Context: an optimization exercise on an open-source flow, tuned for small area and a short achievable clock period. The choices shown serve that exercise and are no tape-out recipe. At most, simulation tests tie the RTL to the original design; equivalence was not proved. No driver is modelled on the clock port, so clock power and skew are understated where the tree is cut down; a real chip needs a root buffer or a tree. No activity file was given, so power comes from the tool's default toggle rates.

## fifo
module fifo(
  input clk,
  input rst,
  input [7:0] buf_in,
  input wr_en,
  input rd_en,
  output reg [7:0] buf_out,
  output buf_empty,
  output reg buf_full,
  output [7:0] fifo_counter
);
  reg [7:0] wlo_n;
  reg [7:0] whi;
  reg [7:0] rlo;
  reg [7:0] rhi;
  reg [6:0] count;
  reg full;
  reg not_empty;
  reg [6:0] count_o;
  reg not_empty_o;
  reg [7:0] mem_n [0:63];
  assign fifo_counter = {1'b0, count_o};
  assign buf_empty = ~not_empty_o;
  wire wa = wr_en & ~full;
  wire ra = rd_en & not_empty;
  wire [7:0] whi_n;
  wire [63:0] we;
  wire [63:0] rs_n;
  genvar g, b;
  generate
    for (g = 0; g < 8; g = g + 1) begin : gwhi
      fifo_nand3b u (.a_n(full), .b(wr_en), .c(whi[g]), .y(whi_n[g]));
    end
    for (g = 0; g < 64; g = g + 1) begin : gdec
      fifo_nor2 u_we (.a(wlo_n[g % 8]), .b(whi_n[g / 8]), .y(we[g]));
      fifo_nand2 u_rs (.a(rlo[g % 8]), .b(rhi[g / 8]), .y(rs_n[g]));
    end
  endgenerate
  wire [7:0] buf_out_next;
  wire ra_n = ~ra;
  generate
    for (b = 0; b < 8; b = b + 1) begin : gbit
      wire [63:0] col_n;
      for (g = 0; g < 64; g = g + 1) begin : gcol
  ...
Size in the first run: ~1,300 cells after synthesis, ~570 flip-flops, ~21,000 um2 of cells after synthesis.
==> module fifo, before the edit <==
module fifo(
  input clk,
  input rst,
  input [7:0] buf_in,
  input wr_en,
  input rd_en,
  output reg [7:0] buf_out,
  output buf_empty,
  output reg buf_full,
  output [7:0] fifo_counter
);
  reg [7:0] wlo_n;
  reg [7:0] whi;
  reg [7:0] rlo;
  reg [7:0] rhi;
  reg [6:0] count;
  reg full;
  reg not_empty;
  reg [6:0] count_o;
  reg not_empty_o;
  reg [7:0] mem_n [0:63];
  assign fifo_counter = {1'b0, count_o};
  assign buf_empty = ~not_empty_o;
  wire wa = wr_en & ~full;
  wire ra = rd_en & not_empty;
  wire [7:0] whi_n;
  wire [63:0] we;
  wire [63:0] rs_n;
  genvar g, b;
  generate
    for (g = 0; g < 8; g = g + 1) begin : gwhi
      fifo_nand3b u (.a_n(full), .b(wr_en), .c(whi[g]), .y(whi_n[g]));
    end
    for (g = 0; g < 64; g = g + 1) begin : gdec
      fifo_nor2 u_we (.a(wlo_n[g % 8]), .b(whi_n[g / 8]), .y(we[g]));
      fifo_nand2 u_rs (.a(rlo[g % 8]), .b(rhi[g / 8]), .y(rs_n[g]));
    end
  endgenerate
  wire [7:0] buf_out_next;
  wire ra_n = ~ra;
  generate
    for (b = 0; b < 8; b = b + 1) begin : gbit
      wire [63:0] col_n;
      for (g = 0; g < 64; g = g + 1) begin : gcol
        assign col_n[g] = mem_n[g][b];
      end
      wire [3:0] r;
      fifo_sel64 u_sel (.s_n(rs_n), .d_n(col_n), .r(r));
      fifo_outsel u_out (.r(r), .ra(ra), .ra_n(ra_n), .q(buf_out[b]), .y(buf_out_next[b]));
    end
  endgenerate
  wire [7:0] buf_in_n = ~buf_in;
  generate
    for (g = 0; g < 64; g = g + 1) begin : gmem
      always @(posedge clk)
        if (we[g])
          mem_n[g] <= buf_in_n;
    end
  endgenerate
  wire up = wa & ~ra;
  wire dn = ra & ~wa;
  wire [6:0] cnt_inc = count + 7'd1;
  wire [6:0] cnt_dec = count - 7'd1;
  wire [6:0] count_next;
  wire [6:0] count_o_next;
  generate
    for (g = 0; g < 7; g = g + 1) begin : gcnt
      fifo_mux4 u (.a(count[g]), .b(cnt_dec[g]), .c(cnt_inc[g]), .d(cnt_inc[g]),
                   .s0(dn), .s1(up), .y(count_next[g]));
      fifo_mux4 u_o (.a(count[g]), .b(cnt_dec[g]), .c(cnt_inc[g]), .d(cnt_inc[g]),
                     .s0(dn), .s1(up), .y(count_o_next[g]));
    end
  endgenerate
  wire c63 = (count == 7'd63);
  wire ne1 = (count != 7'd1);
  wire full_next, ne_next, full_o_next, ne_o_next;
  fifo_flags u_flags (.wr_en(wr_en), .rd_en(rd_en), .full(full), .ne(not_empty),
                      .c63(c63), .ne1(ne1), .full_next(full_next), .ne_next(ne_next));
  fifo_flags u_flags_o (.wr_en(wr_en), .rd_en(rd_en), .full(full), .ne(not_empty),
                        .c63(c63), .ne1(ne1), .full_next(full_o_next), .ne_next(ne_o_next));
  always @(posedge clk or posedge rst) begin
    if (rst) begin
      wlo_n <= 8'b11111110;
      whi <= 8'b00000001;
      rlo <= 8'b00000001;
      rhi <= 8'b00000001;
      count <= 7'd0;
      count_o <= 7'd0;
      buf_out <= 8'd0;
      not_empty <= 1'b0;
      not_empty_o <= 1'b0;
      full <= 1'b0;
      buf_full <= 1'b0;
    end else begin
      if (wa) begin
        wlo_n <= {wlo_n[6:0], wlo_n[7]};
        if (!wlo_n[7]) whi <= {whi[6:0], whi[7]};
      end
      if (ra) begin
        rlo <= {rlo[6:0], rlo[7]};
        if (rlo[7]) rhi <= {rhi[6:0], rhi[7]};
      end
      buf_out <= buf_out_next;
      count <= count_next;
      count_o <= count_o_next;
      not_empty <= ne_next;
      not_empty_o <= ne_o_next;
      full <= full_next;
      buf_full <= full_o_next;
    end
  end
endmodule
==> module fifo_sel64, before the edit <==
module fifo_sel64(
  input [63:0] s_n,
  input [63:0] d_n,
  output [3:0] r
);
  wire [31:0] p;      
  wire [15:0] q_n;
  genvar i;
  generate
    for (i = 0; i < 32; i = i + 1) begin : gp
      fifo_oai22 u (.a1(s_n[2*i]), .a2(d_n[2*i]), .b1(s_n[2*i+1]), .b2(d_n[2*i+1]), .y(p[i]));
    end
    for (i = 0; i < 16; i = i + 1) begin : gq
      fifo_nor2 u (.a(p[2*i]), .b(p[2*i+1]), .y(q_n[i]));
    end
    for (i = 0; i < 4; i = i + 1) begin : gr
      fifo_nand4 u (.a(q_n[4*i]), .b(q_n[4*i+1]), .c(q_n[4*i+2]), .d(q_n[4*i+3]), .y(r[i]));
    end
  endgenerate
endmodule
==> module fifo_outsel, before the edit <==
module fifo_outsel(
  input [3:0] r,
  input ra,
  input ra_n,
  input q,
  output y
);
  wire t0_n, t1_n, t2_n;
  fifo_oai21 u0 (.a1(r[0]), .a2(r[1]), .b1(ra), .y(t0_n));
  fifo_oai21 u1 (.a1(r[2]), .a2(r[3]), .b1(ra), .y(t1_n));
  fifo_nand2 u2 (.a(ra_n), .b(q), .y(t2_n));
  fifo_nand3 u3 (.a(t0_n), .b(t1_n), .c(t2_n), .y(y));
endmodule
==> module fifo_oai21, before the edit <==
module fifo_oai21(input a1, input a2, input b1, output y);
  assign y = ~((a1 | a2) & b1);
endmodule
==> module fifo_nand3, before the edit <==
module fifo_nand3(input a, input b, input c, output y);
  assign y = ~(a & b & c);
endmodule
==> flow/config.mk <==
export PLATFORM = sky130hd
export DESIGN_NAME = fifo
export DESIGN_NICKNAME = fifo
export VERILOG_FILES = /design/flow/design.v
export SDC_FILE = /design/flow/constraint.sdc
export NUM_CORES = 4
export LEC_CHECK = 0
export CAP_MARGIN = 20
export CORE_MARGIN = 2
export CORE_UTILIZATION = 60
export CTS_CLUSTER_DIAMETER = 80
export CTS_CLUSTER_SIZE = 30
export SETUP_SLACK_MARGIN = 2.2
export SLEW_MARGIN = 20
export SYNTH_HIERARCHICAL = 1
export SYNTH_MINIMUM_KEEP_SIZE = 0
==> flow/constraint.sdc <==
create_clock -name core_clock -period 4.0 [get_ports {clk}]
set_input_delay 0.8000 -clock core_clock [delete_from_list [all_inputs] [get_ports {clk}]]
set_output_delay 0.8000 -clock core_clock [all_outputs]
set_load 0.01 [all_outputs]
standard.sh (not shown) runs the stock make flow with config.mk's settings and CLKGATE_MAP_FILE= SYNTH_SCRIPT=/design/flow/synth_recipe.tcl, a recipe that flattens the netlist after the stock synthesis.
==> flow/flow/run.sh <==
#!/bin/bash
# Standard ORFS layout (the standard.sh) with these changes to how it is made:
#  - ports are buffered with buf_2 cells instead of the slow delay-cell default
#  - the clock tree is flow/my_cts.tcl's (built in place of TritonCTS through
#    ORFS's PRE_CTS_TCL hook): 32 equal clusters of flip-flops, each under a
#    clkbuf_16, grouped by quadrant under 4 clkbuf_16 that the clock port drives
#  - after the timing repair in CTS and in global routing, flow/downsize.tcl
#    swaps each cell for the smallest drive strength that keeps the worst
#    setup slack, and repair_design then restores the slew and cap margins
# Each ORFS step writes its full log under orfs/logs; make's output goes to standard.log.
set -euo pipefail
export BUFFER_PORTS_ARGS="-buffer_cell sky130_fd_sc_hd__buf_2"
export PRE_CTS_TCL="$PWD/flow/pre_cts.tcl"
export POST_CTS_TCL="$PWD/flow/post_cts.tcl"
export POST_GLOBAL_ROUTE_TCL="$PWD/flow/post_grt.tcl"
bash standard.sh > standard.log 2>&1
Other scripts of this flow, unchanged in this note and not shown: flow/flow/downsize.tcl, flow/flow/my_cts.tcl, flow/flow/post_cts.tcl, flow/flow/post_grt.tcl, flow/flow/pre_cts.tcl
The first run finished with timing, DRC and antenna clean.
==> next run, changes <==
--- a/flow/design.v
+++ b/flow/design.v
@@ -36,17 +36,14 @@
       fifo_nand2 u_rs (.a(rlo[g % 8]), .b(rhi[g / 8]), .y(rs_n[g]));
     end
   endgenerate
-  wire [7:0] buf_out_next;
-  wire ra_n = ~ra;
+  wire [7:0] rdata;
   generate
     for (b = 0; b < 8; b = b + 1) begin : gbit
       wire [63:0] col_n;
       for (g = 0; g < 64; g = g + 1) begin : gcol
         assign col_n[g] = mem_n[g][b];
       end
-      wire [3:0] r;
-      fifo_sel64 u_sel (.s_n(rs_n), .d_n(col_n), .r(r));
-      fifo_outsel u_out (.r(r), .ra(ra), .ra_n(ra_n), .q(buf_out[b]), .y(buf_out_next[b]));
+      fifo_sel64 u_sel (.s_n(rs_n), .d_n(col_n), .y(rdata[b]));
     end
   endgenerate
   wire [7:0] buf_in_n = ~buf_in;
@@ -99,8 +96,8 @@
       if (ra) begin
         rlo <= {rlo[6:0], rlo[7]};
         if (rlo[7]) rhi <= {rhi[6:0], rhi[7]};
+        buf_out <= rdata;
       end
-      buf_out <= buf_out_next;
       count <= count_next;
       count_o <= count_o_next;
       not_empty <= ne_next;
@@ -113,10 +110,12 @@
 module fifo_sel64(
   input [63:0] s_n,
   input [63:0] d_n,
-  output [3:0] r
+  output y
 );
   wire [31:0] p;      
   wire [15:0] q_n;
+  wire [3:0] r;
+  wire [1:0] t_n;
   genvar i;
   generate
     for (i = 0; i < 32; i = i + 1) begin : gp
@@ -129,25 +128,9 @@
       fifo_nand4 u (.a(q_n[4*i]), .b(q_n[4*i+1]), .c(q_n[4*i+2]), .d(q_n[4*i+3]), .y(r[i]));
     end
   endgenerate
-endmodule
-module fifo_outsel(
-  input [3:0] r,
-  input ra,
-  input ra_n,
-  input q,
-  output y
-);
-  wire t0_n, t1_n, t2_n;
-  fifo_oai21 u0 (.a1(r[0]), .a2(r[1]), .b1(ra), .y(t0_n));
-  fifo_oai21 u1 (.a1(r[2]), .a2(r[3]), .b1(ra), .y(t1_n));
-  fifo_nand2 u2 (.a(ra_n), .b(q), .y(t2_n));
-  fifo_nand3 u3 (.a(t0_n), .b(t1_n), .c(t2_n), .y(y));
-endmodule
-module fifo_oai21(input a1, input a2, input b1, output y);
-  assign y = ~((a1 | a2) & b1);
-endmodule
-module fifo_nand3(input a, input b, input c, output y);
-  assign y = ~(a & b & c);
+  fifo_nor2 t0 (.a(r[0]), .b(r[1]), .y(t_n[0]));
+  fifo_nor2 t1 (.a(r[2]), .b(r[3]), .y(t_n[1]));
+  fifo_nand2 t2 (.a(t_n[0]), .b(t_n[1]), .y(y));
 endmodule
 module fifo_oai22(input a1, input a2, input b1, input b2, output y);
   assign y = ~((a1 | a2) & (b1 | b2));
Sequential share of layout area drops by 1.4 points.
Routed wire length goes down by 2.6%.
Total power fell by 0.68%.
Cell area is higher by 1.9%.
Clock power is about the same.
Via count is about the same.
First-iteration DRC count goes down by 4.8%.
Clock skew is about the same.
Global-route usage stays flat.
Final cell count is lower by 0.70%.
Utilization is higher by 1.3 points.
Die area barely changes.
Worst setup slack degrades by 0.12 ns.
Area after synthesis stays flat.
The RTL of the second run of this note was laid out without a check of its function. No run of this note takes its clock network from TritonCTS; it comes from the design's own scripts or RTL.

[what the ideal ports hide]
The flow's constraints put no driver on any port. The routed layouts listed below were extracted and timed again, unchanged, in two steps. Step 1: set_driving_cell puts a clkbuf_16 on clk and a buf_2 on each other input, an assumption about the parent block. Step 2 times the ports against the registers' clock, not the clock port: input delays grow and output delays shrink by t, the midpoint of the rising clock arrivals with the driver on. Three values: ideal, step 1, step 2; two values: the first two.
run | t (ns) | setup slack, ns | hold slack, ns | worst register clock-pin slew, ns | cell pins on the clock port's net
the first run | 0.474 | 2.074 / 2.073 / 1.700 | 0.534 / 0.444 / 0.534 | 0.08 / 0.08 | 4
the second run | 0.480 | 1.958 / 1.958 / 1.669 | 0.495 / 0.420 / 0.495 | 0.08 / 0.08 | 4
After both steps setup and hold are still met in every run listed. The setup slack of the first run, which loses most, moves by -0.001 ns with the drivers and by -0.374 ns with both steps.
